Source: an optimization exercise on an open RTL-to-GDS flow (aim: small area). Production flows keep margins and buffers that such runs may drop.
Only simulation tests tie the RTL to the original design; equivalence was not proved.
The clock port is modelled as an ideal driver, which makes a skipped or thinned clock tree look cheaper than it is; a real chip needs a root buffer or a tree.
Power and IR drop assume default switching activity.

==> job 9747: inputs <==
## tile_hash_frontend
module tile_hash_frontend (
    input  logic        clk,
    input  logic        rst_n,
    input  logic        vram_we,
    input  logic [12:0] vram_addr,
    input  logic [7:0]  vram_wdata,
    input  logic        cfg_enable,
    output logic        tile_done,
    output logic [8:0]  tile_index,
    output logic        hash_valid,
    output logic [15:0] hash_out
);
==> module tile_hash_frontend, before the edit <==
module tile_hash_frontend (
    input  logic        clk,
    input  logic        rst_n,
    input  logic        vram_we,
    input  logic [12:0] vram_addr,
    input  logic [7:0]  vram_wdata,
    input  logic        cfg_enable,
    output logic        tile_done,
    output logic [8:0]  tile_index,
    output logic        hash_valid,
    output logic [15:0] hash_out
);
    logic [7:0]  tile_buffer [0:15];
    logic [15:0] written;
    logic [8:0]  cur_tile;
    logic        capture_in_progress;
    logic        streaming;
    logic        done;
    logic [3:0]  stream_index;
    logic [15:0] crc;
    wire cap_we  = cfg_enable & vram_we & ~(vram_addr[12] & vram_addr[11]);
    wire new_cap = cap_we & (~capture_in_progress | (vram_addr[12:4] != cur_tile));
    logic [3:0]  wr_lo, wr_hi;
    logic [15:0] wr_en;
    always_comb begin
        for (int i = 0; i < 4; i++) begin
            wr_lo[i] = vram_addr[1:0] == 2'(i);
            wr_hi[i] = cap_we & (vram_addr[3:2] == 2'(i));
        end
        for (int i = 0; i < 16; i++)
            wr_en[i] = wr_lo[i % 4] & wr_hi[i / 4];
    end
    logic [7:0] buffer_next [0:15];
    logic [8:0] cur_tile_next;
    for (genvar g = 0; g < 16; g++) begin : g_hold
        hold_mux #(.W(8)) u_hold (
            .en   (wr_en[g]),
            .en_n (~wr_en[g]),
            .d    (vram_wdata),
            .q    (tile_buffer[g]),
            .y    (buffer_next[g])
        );
    end
    hold_mux #(.W(9)) u_tile_hold (
        .en   (new_cap),
        .en_n (~new_cap),
        .d    (vram_addr[12:4]),
        .q    (cur_tile),
        .y    (cur_tile_next)
    );
    always_ff @(posedge clk) begin
        for (int i = 0; i < 16; i++)
            tile_buffer[i] <= buffer_next[i];
        written  <= wr_en | (written & ~{16{new_cap}});
        cur_tile <= cur_tile_next;
    end
    wire last  = streaming & (&stream_index);
    wire start = ~streaming & capture_in_progress & (&written);
    always_ff @(posedge clk or negedge rst_n) begin
        if (!rst_n) begin
            capture_in_progress <= 1'b0;
            streaming           <= 1'b0;
            done                <= 1'b0;
        end else begin
            capture_in_progress <= ~last & (cap_we | capture_in_progress);
            streaming           <= start | (streaming & ~last);
            done                <= last;
        end
    end
    logic [7:0] byte_in;
    always_comb begin
        byte_in = 8'h00;
        for (int i = 0; i < 16; i++)
            if (written[i] && stream_index == 4'(i))
                byte_in = byte_in | tile_buffer[i];
    end
    wire [7:0]  t = crc[15:8] ^ byte_in;
    wire [7:0]  x = t ^ {4'h0, t[7:4]};
    wire [15:0] crc_step = {crc[7:0], 8'h00} ^ {x[3:0], 12'h000} ^ {3'b000, x, 5'b00000} ^ {8'h00, x};
    always_ff @(posedge clk) begin
        stream_index <= streaming ? stream_index + 4'd1 : 4'd0;
        crc          <= streaming ? crc_step : 16'hFFFF;
    end
    assign tile_done  = done;
    assign hash_valid = done;
    assign tile_index = cur_tile;
    assign hash_out   = crc;
endmodule
Settings: LEC_CHECK=0, CAP_MARGIN=20, CORE_MARGIN=2, CORE_UTILIZATION=70, SLEW_MARGIN=20, SYNTH_HIERARCHICAL=1, SYNTH_MINIMUM_KEEP_SIZE=0; clock period 10.0 ns.
standard.sh (not shown) runs the stock make flow with config.mk's settings and CLKGATE_MAP_FILE= SYNTH_SCRIPT=/design/flow/synth_recipe.tcl, a recipe that flattens the netlist after the stock synthesis.
==> flow/flow/run.sh <==
#!/bin/bash
# Layout flow: the standard flow (standard.sh) with these changes:
#  * after the standard synthesis, the combinational logic is re-mapped for
#    area with ABC (remap.ys, with each remap_*.abc script and cell set; the
#    smallest result after resize.py is kept). The registers are left exactly
#    as the standard synthesis made them (same instances, names and cells).
#  * resize.py then gives each gate the smallest drive strength whose max
#    capacitance covers its estimated load, so that placement does not have
#    to add buffers.
#  * port buffers are the smallest buffer (buf_1)
#  * the clock tree is built by manual_cts.tcl (ORFS PRE_CTS_TCL hook): a root
#    buffer and 10 clkbuf_8, one per balanced k-means cluster of flip-flops
# Each tool's output goes to its own log in this folder (and ORFS's logs).
set -euo pipefail
R=orfs/results/sky130hd/tile_hash_frontend/base
export BUFFER_PORTS_ARGS="-buffer_cell sky130_fd_sc_hd__buf_1"
export PRE_CTS_TCL=$PWD/flow/manual_cts.tcl
export MANUAL_CTS_LEAVES=10 MANUAL_CTS_LEAF_BUF=sky130_fd_sc_hd__clkbuf_8 MANUAL_CTS_ROOT_BUF=sky130_fd_sc_hd__clkbuf_4

bash standard.sh synth > standard_synth.log 2>&1
cp $R/1_2_yosys.v standard_1_2_yosys.v
LIB=$FLOW_HOME/platforms/sky130hd/lib/sky130_fd_sc_hd__tt_025C_1v80.lib
FFS=$(grep -o "sky130_fd_sc_hd__[a-z0-9_]*" standard_1_2_yosys.v | sort -u | grep -E "__(df|edf|sdf|dl)" | tr '\n' ' ')
best=""; best_area=""; k=0
for du in "" "-dont_use *nor3_1 -dont_use *nor4_1" "-dont_use *nor3_1"; do
  for abc in flow/remap_*.abc; do
    k=$((k+1)); n=remap_$k
    sed -e "s|@LIB@|$LIB|g" -e "s|@FFS@|$FFS|g" -e "s|@ABC@|$PWD/$abc|g" -e "s|@DU@|$du|g" \
        -e "s|@IN@|$PWD/standard_1_2_yosys.v|g" -e "s|@OUT@|$PWD/$n.v|g" flow/remap.ys > $n.ys
    if yosys -l $n.log -s $n.ys > /dev/null 2>&1 && \
       python3 flow/resize.py $LIB $n.v ${n}_up.v 0.2 0.004 > ${n}_resize.log 2>&1; then
      a=$(grep "total area" ${n}_resize.log | awk '{print $NF}')
      echo "$n: $(basename $abc) [$du] $a" >> remap_areas.log
      if [[ -z "$best" ]] || awk "BEGIN{exit !($a < $best_area)}"; then best=$n; best_area=$a; fi
    fi
  done
done
echo "kept $best ($best_area)" >> remap_areas.log
cp ${best}_up.v remapped.v
cp remapped.v $R/1_2_yosys.v
touch $R/1_2_yosys.v
bash standard.sh > standard.log 2>&1
Other scripts of this flow, unchanged in this note and not shown: flow/flow/manual_cts.tcl, flow/flow/remap.ys, flow/flow/remap_t6.abc, flow/flow/remap_u2.abc, flow/flow/remap_u3.abc, flow/flow/remap_u4.abc, flow/flow/resize.py
==> job 6143 (differences from job 9747) <==
--- a/flow/design.v
+++ b/flow/design.v
@@ -57,4 +57,8 @@
     end
+    logic       stream_index_lo;
+    logic [2:0] stream_index_hi;
+    assign stream_index = {stream_index_hi, stream_index_lo};
     wire last  = streaming & (&stream_index);
     wire start = ~streaming & capture_in_progress & (&written);
+    assign done = ~streaming & stream_index_lo;
     always_ff @(posedge clk or negedge rst_n) begin
@@ -63,3 +67,3 @@
             streaming           <= 1'b0;
-            done                <= 1'b0;
+            stream_index_lo     <= 1'b0;
         end else begin
@@ -67,4 +71,7 @@
             streaming           <= start | (streaming & ~last);
-            done                <= last;
+            stream_index_lo     <= streaming & (~stream_index_lo | last);
         end
+    end
+    always_ff @(posedge clk) begin
+        stream_index_hi <= streaming ? stream_index_hi + {2'b00, stream_index_lo} : 3'd0;
     end
@@ -81,3 +88,2 @@
     always_ff @(posedge clk) begin
-        stream_index <= streaming ? stream_index + 4'd1 : 4'd0;
         crc          <= streaming ? crc_step : 16'hFFFF;
==> out/results.txt <==
The flow ran to the end and the layout has no timing, DRC or antenna violations. The delay of the slowest cell on the worst path is 0.81 ns, and the reg-to-reg setup timing slack is 6.54 ns. Net switching is 25.4% of the power. For the final hold slack, the log shows 0.471 ns. The width of the die was 98.6 um; the first-iteration detailed-routing DRC count was 741. The total half-perimeter wirelength after legalization and detailed placement was 13200 um; the met2 wire length was 8470 um. In this run the power spent charging and discharging nets is 331 uW. For the pin with the worst max-slew slack, the measured transition is 1.15 ns.

In this run the cell area of the synthesized design comes to 6270 um2.
# the run above: job 9747

==> out/results.txt <==
The run finished with no timing, DRC or antenna violations. The tightest hold path in the finished design has a slack of 0.473 ns. Before CTS, the worst setup slack after placement is 5.64 ns. After legalization and detailed placement, the total HPWL measured 12700 um.

After routing, the total negative slack on setup checks comes to 0 ns. For the cts-stage hold buffer count, the log shows 0. The combinational power came out at 129 uW.

The first routing iteration left 801 violations. The run gives 324 uW as the switching power total. The slew at the pin closest to its max-slew limit was 1.07 ns.

The width of the die is 98.4 um, and the delay of the slowest cell on the worst path is 0.71 ns. The share of power burned in the clock network was 23.0%; the fraction of power spent switching nets was 25.2%. The leftover overflow at the end of global routing is 0.
# the run above: job 6143

In every run of this note, the design's own scripts or RTL, not TritonCTS, make the clock network.


==> trial 52: inputs <==
==> flow/design.v <==
`timescale 1ns / 1ps
module tile_hash_frontend (
    input  logic        clk,
    input  logic        rst_n,
    input  logic        vram_we,
    input  logic [12:0] vram_addr,
    input  logic [7:0]  vram_wdata,
    input  logic        cfg_enable,
    output logic        tile_done,
    output logic [8:0]  tile_index,
    output logic        hash_valid,
    output logic [15:0] hash_out
);
    logic [7:0]  tile_buffer [0:15];
    logic [15:0] written;
    logic [8:0]  cur_tile;
    logic        capture_in_progress;
    logic        streaming;
    logic        done;
    logic [3:0]  stream_index;
    logic [15:0] crc;
    wire cap_we  = cfg_enable & vram_we & ~(vram_addr[12] & vram_addr[11]);
    wire new_cap = cap_we & (~capture_in_progress | (vram_addr[12:4] != cur_tile));
    logic [3:0]  wr_lo, wr_hi;
    logic [15:0] wr_en;
    always_comb begin
        for (int i = 0; i < 4; i++) begin
            wr_lo[i] = vram_addr[1:0] == 2'(i);
            wr_hi[i] = cap_we & (vram_addr[3:2] == 2'(i));
        end
        for (int i = 0; i < 16; i++)
            wr_en[i] = wr_lo[i % 4] & wr_hi[i / 4];
    end
    always_ff @(posedge clk) begin
        for (int i = 0; i < 16; i++)
            if (wr_en[i])
                tile_buffer[i] <= vram_wdata;
        written <= wr_en | (written & ~{16{new_cap}});
        if (new_cap)
            cur_tile <= vram_addr[12:4];
    end
    wire last  = streaming & (&stream_index);
    wire start = ~streaming & capture_in_progress & (&written);
    always_ff @(posedge clk or negedge rst_n) begin
        if (!rst_n) begin
            capture_in_progress <= 1'b0;
            streaming           <= 1'b0;
            done                <= 1'b0;
        end else begin
            capture_in_progress <= ~last & (cap_we | capture_in_progress);
            streaming           <= start | (streaming & ~last);
            done                <= last;
        end
    end
    logic [7:0] byte_in;
    always_comb begin
        byte_in = 8'h00;
        for (int i = 0; i < 16; i++)
            if (written[i] && stream_index == 4'(i))
                byte_in = byte_in | tile_buffer[i];
    end
    wire [7:0]  t = crc[15:8] ^ byte_in;
    wire [7:0]  x = t ^ {4'h0, t[7:4]};
    wire [15:0] crc_step = {crc[7:0], 8'h00} ^ {x[3:0], 12'h000} ^ {3'b000, x, 5'b00000} ^ {8'h00, x};
    always_ff @(posedge clk) begin
        stream_index <= streaming ? stream_index + 4'd1 : 4'd0;
        crc          <= streaming ? crc_step : 16'hFFFF;
    end
    assign tile_done  = done;
    assign hash_valid = done;
    assign tile_index = cur_tile;
    assign hash_out   = crc;
endmodule
==> flow/flow/run.sh <==
#!/bin/bash
# Layout flow: the standard flow (standard.sh) with these changes:
#  * after the standard synthesis, the combinational logic is re-mapped for
#    area with ABC (remap.ys, with each remap_*.abc script; the smallest
#    result is kept). The registers are left exactly as the standard
#    synthesis made them (same instances, names and cells).
#  * upsize.py then gives a larger drive strength to the few gates whose
#    estimated load is over their max capacitance, so that placement does not
#    have to add buffers for them.
#  * port buffers are the smallest buffer (buf_1)
#  * CTS uses clkbuf_8 and inserts no dummy loads
# Each tool's output goes to its own log in this folder (and ORFS's logs).
set -euo pipefail
R=orfs/results/sky130hd/tile_hash_frontend/base
export BUFFER_PORTS_ARGS="-buffer_cell sky130_fd_sc_hd__buf_1"
export CTS_ARGS="-sink_clustering_enable -repair_clock_nets -buf_list {sky130_fd_sc_hd__clkbuf_8} -dont_use_dummy_load"

bash standard.sh synth > standard_synth.log 2>&1
cp $R/1_2_yosys.v standard_1_2_yosys.v
LIB=$FLOW_HOME/platforms/sky130hd/lib/sky130_fd_sc_hd__tt_025C_1v80.lib
FFS=$(grep -o "sky130_fd_sc_hd__[a-z0-9_]*" standard_1_2_yosys.v | sort -u | grep -E "__(df|edf|sdf|dl)" | tr '\n' ' ')
best=""; best_area=""
for abc in flow/remap_*.abc; do
  n=$(basename $abc .abc)
  sed -e "s|@LIB@|$LIB|g" -e "s|@FFS@|$FFS|g" -e "s|@ABC@|$PWD/$abc|g" \
      -e "s|@IN@|$PWD/standard_1_2_yosys.v|g" -e "s|@OUT@|$PWD/$n.v|g" flow/remap.ys > $n.ys
  if yosys -l $n.log -s $n.ys > /dev/null 2>&1; then
    a=$(grep "Chip area" $n.v.stat | awk '{print $NF}')
    echo "$n: $a" >> remap_areas.log
    if [[ -z "$best" ]] || awk "BEGIN{exit !($a < $best_area)}"; then best=$n; best_area=$a; fi
  fi
done
echo "kept $best ($best_area)" >> remap_areas.log
python3 flow/upsize.py $LIB $best.v remapped.v 0.2 0.004 > upsize.log 2>&1
cp remapped.v $R/1_2_yosys.v
touch $R/1_2_yosys.v
bash standard.sh > standard.log 2>&1
==> flow/flow/remap.ys <==
# Re-map the standard synthesis's combinational logic for area.
# Register cells (@FFS@) are kept as black boxes, so they stay as they are.
read_liberty -ignore_miss_func @LIB@
blackbox @FFS@
read_verilog @IN@
hierarchy -top tile_hash_frontend
flatten
opt_clean
techmap
opt -fast
abc -liberty @LIB@ -dont_use *probe* -dont_use *lpflow* -dont_use *clkbuf* -dont_use *clkinv* -dont_use *dlygate* -dont_use *clkdly* -dont_use *buf_* -script @ABC@
opt_clean -purge
rename -enumerate
tee -o @OUT@.stat stat -liberty @LIB@
write_verilog -noattr -noexpr @OUT@
==> flow/flow/remap_t6.abc <==
strash
dch
amap -F 50 -A 50
==> flow/flow/remap_u2.abc <==
strash
dc2
dch -f
amap -F 50 -A 50
==> flow/flow/remap_u3.abc <==
strash
ifraig
dch
amap -F 50 -A 50
==> flow/flow/remap_u4.abc <==
strash
dch
amap -F 50 -A 50
topo
strash
dch
amap -F 50 -A 50
==> flow/flow/upsize.py <==
#!/usr/bin/env python3
"""Upsize gates whose estimated load exceeds their max capacitance (less a margin).

usage: upsize.py LIB IN.v OUT.v [margin] [wire_cap_per_load_pF]
The load is the sum of the driven pins' capacitances plus a fixed wire
estimate per load. A driver over its limit is swapped for the smallest
larger drive strength of the same cell family that can take the load.
"""
import re, sys
libf, inf, outf = sys.argv[1:4]
margin = float(sys.argv[4]) if len(sys.argv) > 4 else 0.2
wire = float(sys.argv[5]) if len(sys.argv) > 5 else 0.006
lib = open(libf).read()
cells = {}
for m in re.finditer(r'\n    cell \("(\w+)"\)', lib):
    s = m.end(); e = lib.find('\n    cell ("', s); e = len(lib) if e < 0 else e
    blk = lib[s:e]; pins = {}
    area = float(re.search(r'area : ([\d.]+)', blk).group(1))
    for pm in re.finditer(r'\n        pin \("(\w+)"\) \{', blk):
        ps = pm.end(); pe = blk.find('\n        pin ("', ps); pe = len(blk) if pe < 0 else pe
        pb = blk[ps:pe]
        d = re.search(r'direction : "?(\w+)', pb).group(1)
        c = re.search(r'\n            capacitance : ([\d.]+)', pb)
        mc = re.search(r'max_capacitance : ([\d.]+)', pb)
        pins[pm.group(1)] = (d, float(c.group(1)) if c else 0.0, float(mc.group(1)) if mc else None)
    cells[m.group(1)] = (area, pins)
txt = open(inf).read()
inst_re = re.compile(r'(sky130_fd_sc_hd__\w+)(\s+)(\S+)(\s*\()(.*?)(\);)', re.S)
drv = {}; load = {}
for m in inst_re.finditer(txt):
    typ, name, body = m.group(1), m.group(3), m.group(5)
    for pin, net in re.findall(r'\.(\w+)\(([^()]*)\)', body):
        net = net.strip(); p = cells[typ][1].get(pin)
        if not p: continue
        if p[0] == 'output': drv[net] = (typ, name, pin)
        else: load.setdefault(net, []).append(p[1])
swap = {}
for net, (typ, name, pin) in drv.items():
    l = load.get(net, []); c = sum(l) + wire * len(l)
    mc = cells[typ][1][pin][2]
    if mc is None or c <= mc * (1 - margin): continue
    fam, size = typ.rsplit('_', 1)
    best = None
    for cand, (area, pins) in cells.items():
        if not cand.startswith(fam + '_') or cand.rsplit('_', 1)[0] != fam or cand == typ: continue
        if set(pins) != set(cells[typ][1]): continue
        cm = pins[pin][2]
        if cm and c <= cm * (1 - margin) and (best is None or area < cells[best][0]):
            best = cand
    if best:
        swap[name] = best
        print(f"{name}: {typ} -> {best} (load {c*1000:.1f} fF)")
    else:
        print(f"{name}: {typ} load {c*1000:.1f} fF, no larger cell; left to the flow")
def rep(m):
    return (swap[m.group(3)] if m.group(3) in swap else m.group(1)) + ''.join(m.group(i) for i in range(2, 7))
open(outf, 'w').write(inst_re.sub(rep, txt))
print(f"upsized {len(swap)} cells, area +{sum(cells[b][0]-cells[t][0] for t,b in [(drv_t,swap[n]) for n in swap for drv_t in [next(d[0] for d in drv.values() if d[1]==n)]]):.1f}")
==> flow/standard.sh <==
#!/bin/bash
# synth_recipe.tcl (not shown) runs the flow's synth.tcl, then flattens the netlist and writes it again
# the make line also repeats each setting of config.mk as NAME=value (left out here)
make -C /OpenROAD-flow-scripts/flow DESIGN_CONFIG=/design/flow/config.mk WORK_HOME=/design/flow/orfs CLKGATE_MAP_FILE= SYNTH_SCRIPT=/design/flow/synth_recipe.tcl "${@:-finish}"
==> flow/config.mk <==
export PLATFORM = sky130hd
export DESIGN_NAME = tile_hash_frontend
export DESIGN_NICKNAME = tile_hash_frontend
export VERILOG_FILES = /design/flow/design.v
export SDC_FILE = /design/flow/constraint.sdc
export NUM_CORES = 4
export LEC_CHECK = 0
export CAP_MARGIN = 20
export CORE_MARGIN = 2
export CORE_UTILIZATION = 60
export SLEW_MARGIN = 20
==> flow/constraint.sdc <==
create_clock -name core_clock -period 10.0 [get_ports {clk}]
set_input_delay 2.0000 -clock core_clock [delete_from_list [all_inputs] [get_ports {clk}]]
set_output_delay 2.0000 -clock core_clock [all_outputs]
set_load 0.01 [all_outputs]
==> build 40 (differences from trial 52) <==
==> flow/flow/run.sh (replaced) <==
#!/bin/bash
# Layout flow: the standard flow (standard.sh) with these changes:
#  * after the standard synthesis, the combinational logic is re-mapped for
#    area with ABC (remap.ys / remap.abc); the registers are left exactly as
#    the standard synthesis made them (same instances, names and cells)
#  * port buffers are the smallest buffer (buf_1)
#  * CTS uses clkbuf_8 and inserts no dummy loads
# Each tool's output goes to its own log in this folder (and ORFS's logs).
set -euo pipefail
R=orfs/results/sky130hd/tile_hash_frontend/base
export BUFFER_PORTS_ARGS="-buffer_cell sky130_fd_sc_hd__buf_1"
export CTS_ARGS="-sink_clustering_enable -repair_clock_nets -buf_list {sky130_fd_sc_hd__clkbuf_8} -dont_use_dummy_load"

bash standard.sh synth > standard_synth.log 2>&1
cp $R/1_2_yosys.v standard_1_2_yosys.v
LIB=$FLOW_HOME/platforms/sky130hd/lib/sky130_fd_sc_hd__tt_025C_1v80.lib
FFS=$(grep -o "sky130_fd_sc_hd__[a-z0-9_]*" standard_1_2_yosys.v | sort -u | grep -E "__(df|edf|sdf|dl)" | tr '\n' ' ')
sed -e "s|@LIB@|$LIB|g" -e "s|@FFS@|$FFS|g" -e "s|@ABC@|$PWD/flow/remap.abc|g" \
    -e "s|@IN@|$PWD/standard_1_2_yosys.v|g" -e "s|@OUT@|$PWD/remapped.v|g" flow/remap.ys > remap_run.ys
yosys -l remap.log -s remap_run.ys > /dev/null 2>&1
cp remapped.v $R/1_2_yosys.v
touch $R/1_2_yosys.v
bash standard.sh > standard.log 2>&1
==> flow/flow/remap.abc (new file) <==
strash
dch
amap -F 50 -A 50
--- a/flow/flow/remap.ys
+++ b/flow/flow/remap.ys
@@ -6,10 +6,11 @@
 hierarchy -top tile_hash_frontend
 flatten
 opt_clean
+tee -o remap_before.txt stat -liberty @LIB@
 techmap
 opt -fast
 abc -liberty @LIB@ -dont_use *probe* -dont_use *lpflow* -dont_use *clkbuf* -dont_use *clkinv* -dont_use *dlygate* -dont_use *clkdly* -dont_use *buf_* -script @ABC@
 opt_clean -purge
 rename -enumerate
-tee -o @OUT@.stat stat -liberty @LIB@
+tee -o remap_after.txt stat -liberty @LIB@
 write_verilog -noattr -noexpr @OUT@
--- a/flow/config.mk
+++ b/flow/config.mk
@@ -5,7 +5,8 @@
 export SDC_FILE = /design/flow/constraint.sdc
 export NUM_CORES = 4
 export LEC_CHECK = 0
-export CAP_MARGIN = 20
+export CAP_MARGIN = 0
 export CORE_MARGIN = 2
 export CORE_UTILIZATION = 60
-export SLEW_MARGIN = 20
+export GPL_TIMING_DRIVEN = 0
+export SLEW_MARGIN = 0
removed: flow/flow/remap_t6.abc
removed: flow/flow/remap_u2.abc
removed: flow/flow/remap_u3.abc
removed: flow/flow/remap_u4.abc
removed: flow/flow/upsize.py
==> build 8 (differences from trial 52) <==
--- a/flow/flow/run.sh
+++ b/flow/flow/run.sh
@@ -8,12 +8,14 @@
 #    estimated load is over their max capacitance, so that placement does not
 #    have to add buffers for them.
 #  * port buffers are the smallest buffer (buf_1)
-#  * CTS uses clkbuf_8 and inserts no dummy loads
+#  * the clock tree is built by manual_cts.tcl (ORFS PRE_CTS_TCL hook): a root
+#    buffer and 7 clkbuf_16, one per k-means cluster of flip-flops
 # Each tool's output goes to its own log in this folder (and ORFS's logs).
 set -euo pipefail
 R=orfs/results/sky130hd/tile_hash_frontend/base
 export BUFFER_PORTS_ARGS="-buffer_cell sky130_fd_sc_hd__buf_1"
-export CTS_ARGS="-sink_clustering_enable -repair_clock_nets -buf_list {sky130_fd_sc_hd__clkbuf_8} -dont_use_dummy_load"
+export PRE_CTS_TCL=$PWD/flow/manual_cts.tcl
+export MANUAL_CTS_LEAVES=7 MANUAL_CTS_LEAF_BUF=sky130_fd_sc_hd__clkbuf_16 MANUAL_CTS_ROOT_BUF=sky130_fd_sc_hd__clkbuf_4
 
 bash standard.sh synth > standard_synth.log 2>&1
 cp $R/1_2_yosys.v standard_1_2_yosys.v
==> flow/flow/manual_cts.tcl (new file) <==
# Manual clock tree, run as ORFS's PRE_CTS_TCL hook (placed design loaded).
# The clock port drives one root buffer; the root drives one leaf buffer per
# cluster of flip-flops (k-means on their placed locations); each leaf buffer
# sits at its cluster's centre. clock_tree_synthesis is then made a no-op, and
# the rest of cts.tcl (legalisation, timing repair) runs as usual.
set cts_leaves   [expr {[info exists ::env(MANUAL_CTS_LEAVES)] ? $::env(MANUAL_CTS_LEAVES) : 6}]
set cts_leaf_buf [expr {[info exists ::env(MANUAL_CTS_LEAF_BUF)] ? $::env(MANUAL_CTS_LEAF_BUF) : "sky130_fd_sc_hd__clkbuf_8"}]
set cts_root_buf [expr {[info exists ::env(MANUAL_CTS_ROOT_BUF)] ? $::env(MANUAL_CTS_ROOT_BUF) : "sky130_fd_sc_hd__clkbuf_4"}]

set db    [ord::get_db]
set block [ord::get_db_block]
set clk_net [$block findNet clk]

set sinks {}
foreach it [$clk_net getITerms] {
  set inst [$it getInst]
  set loc [$inst getLocation]
  set m [$inst getMaster]
  set x [expr {[lindex $loc 0] + [$m getWidth] / 2}]
  set y [expr {[lindex $loc 1] + [$m getHeight] / 2}]
  lappend sinks [list $it $x $y]
}
set n [llength $sinks]
puts "manual CTS: $n sinks, $cts_leaves leaf buffers ($cts_leaf_buf), root $cts_root_buf"

# k-means, seeded from the sinks sorted by x then split evenly
set sorted [lsort -integer -index 1 $sinks]
set centers {}
for {set k 0} {$k < $cts_leaves} {incr k} {
  set lo [expr {$k * $n / $cts_leaves}]
  set hi [expr {($k + 1) * $n / $cts_leaves - 1}]
  set sx 0; set sy 0; set c 0
  foreach s [lrange $sorted $lo $hi] { incr sx [lindex $s 1]; incr sy [lindex $s 2]; incr c }
  lappend centers [list [expr {$sx / $c}] [expr {$sy / $c}]]
}
for {set iter 0} {$iter < 30} {incr iter} {
  set assign {}
  foreach s $sinks {
    set best 0; set bd -1
    for {set k 0} {$k < $cts_leaves} {incr k} {
      set dx [expr {[lindex $s 1] - [lindex $centers $k 0]}]
      set dy [expr {[lindex $s 2] - [lindex $centers $k 1]}]
      set d [expr {abs($dx) + abs($dy)}]
      if {$bd < 0 || $d < $bd} { set bd $d; set best $k }
    }
    lappend assign $best
  }
  set newc {}
  for {set k 0} {$k < $cts_leaves} {incr k} {
    set sx 0; set sy 0; set c 0
    foreach s $sinks a $assign {
      if {$a == $k} { incr sx [lindex $s 1]; incr sy [lindex $s 2]; incr c }
    }
    if {$c == 0} { lappend newc [lindex $centers $k] } else { lappend newc [list [expr {$sx / $c}] [expr {$sy / $c}]] }
  }
  set centers $newc
}

# root buffer at the centre of the leaf buffers
set rx 0; set ry 0
foreach c $centers { incr rx [lindex $c 0]; incr ry [lindex $c 1] }
set rx [expr {$rx / $cts_leaves}]; set ry [expr {$ry / $cts_leaves}]

set root_master [$db findMaster $cts_root_buf]
set leaf_master [$db findMaster $cts_leaf_buf]
set root [odb::dbInst_create $block $root_master "clkbuf_root_clk"]
set root_net [odb::dbNet_create $block "clknet_root_clk"]
$root_net setSigType CLOCK
[$root findITerm A] connect $clk_net
[$root findITerm X] connect $root_net
$root setLocation [expr {$rx - [$root_master getWidth] / 2}] [expr {$ry - [$root_master getHeight] / 2}]
$root setPlacementStatus PLACED

for {set k 0} {$k < $cts_leaves} {incr k} {
  set leaf [odb::dbInst_create $block $leaf_master "clkbuf_leaf_${k}_clk"]
  set net [odb::dbNet_create $block "clknet_leaf_${k}_clk"]
  $net setSigType CLOCK
  [$leaf findITerm A] connect $root_net
  [$leaf findITerm X] connect $net
  set c [lindex $centers $k]
  $leaf setLocation [expr {[lindex $c 0] - [$leaf_master getWidth] / 2}] [expr {[lindex $c 1] - [$leaf_master getHeight] / 2}]
  $leaf setPlacementStatus PLACED
  set cnt 0
  foreach s $sinks a $assign {
    if {$a == $k} {
      set it [lindex $s 0]
      $it disconnect
      $it connect $net
      incr cnt
    }
  }
  puts "manual CTS: leaf $k at $c drives $cnt sinks"
}

proc clock_tree_synthesis {args} {
  puts "clock_tree_synthesis skipped: the manual clock tree is built"
}
==> comparison table <==
Power share of the clock group: build 8 0.279; build 40 0.294; trial 52 0.296
Clock latency of the later-clocked register in the worst-skew pair: build 8 0.56 ns; build 40 0.45 ns; trial 52 0.44 ns
Proportion of cell area occupied by registers: build 8 0.700; build 40 0.696; trial 52 0.695
Avg Vias per Cell: build 8 6.55; build 40 6.36; trial 52 6.52
Data required time at the worst endpoint: build 8 10.20 ns; build 40 10.05 ns; trial 52 10.07 ns
Clk sinks: build 8 -; build 40 176; trial 52 176
Metal3 WL: build 8 1780 µm; build 40 1290 µm; trial 52 1770 µm
Run status: build 8 finished clean; build 40 complete, but fails checks; trial 52 finished clean
Reasons for failing layout checks: build 8 -; build 40 capacitance limit, slew limit; trial 52 -
Standby leakage power: build 8 2.18 nW; build 40 2.28 nW; trial 52 2.21 nW
Worst Setup EP: build 8 tile_buffer[6][2]; build 40 tile_buffer[14][6]; trial 52 tile_buffer[6][7]
Post-synth net total: build 8 460; build 40 464; trial 52 460
Total standard cell area after synthesis: build 8 6450 µm²; build 40 6410 µm²; trial 52 6450 µm²
Power per Cell Area: build 8 168 nW/µm²; build 40 171 nW/µm²; trial 52 171 nW/µm²
Depth of the CTS H-tree: build 8 -; build 40 4; trial 52 4
Area taken by multi-input logic gates: build 8 1420 µm²; build 40 1380 µm²; trial 52 1420 µm²
Peak VDD IR: build 8 0.000162 V; build 40 0.000121 V; trial 52 0.000105 V
Iteration-0 DRC count of the detailed router: build 8 633; build 40 510; trial 52 700
Max-slew violation count: build 8 0; build 40 9; trial 52 0
Grt met1 use: build 8 0.400; build 40 0.356; trial 52 0.395
Gp weighted congestion: build 8 0.889; build 40 0.899; trial 52 0.889
Fillers: build 8 748; build 40 755; trial 52 753
TritonCTS clock tree: build 8 -; build 40 yes; trial 52 yes
Ratio of cells with drive above 1 in the final layout: build 8 0.0524; build 40 0.0471; trial 52 0.0693
Clock Root Buffer: build 8 -; build 40 sky130_fd_sc_hd__clkbuf_8; trial 52 sky130_fd_sc_hd__clkbuf_8
Fmax: build 8 0.287 GHz; build 40 0.256 GHz; trial 52 0.276 GHz
In build 8 the design's own scripts or RTL, not TritonCTS, make the clock network.

re-timing with driven ports:
No port has a modelled driver above. Below, the same layouts with a new extraction and two added sets of constraints.
Step 1 sets driving cells, clkbuf_16 on the clock port and buf_2 on the other inputs (assumed; they add their load-dependent delay and slew).
Step 2, shift: input delay + t, output delay - t, t = (earliest + latest rising clock arrival at the registers) / 2. This alone moves slack from input paths to output paths.
a / b / c = ideal ports / drivers / drivers and shift; a / b = the first two.
run	t (ns)	setup slack, ns	clock arrival spread, ns	cell pins on the clock port's net
job 9747	0.581	5.908 / 5.917 / 5.336	0.017 / 0.017	1
job 6143	0.588	6.089 / 6.103 / 5.515	0.020 / 0.020	1
trial 52	0.469	6.375 / 6.394 / 5.926	0.023 / 0.023	1
build 40	0.474	6.087 / 6.100 / 5.627	0.021 / 0.021	1
build 8	0.574	6.521 / 6.534 / 5.960	0.028 / 0.028	1
For job 6143, which loses most, drivers alone change the setup slack by +0.014 ns; drivers and shift together by -0.574 ns.
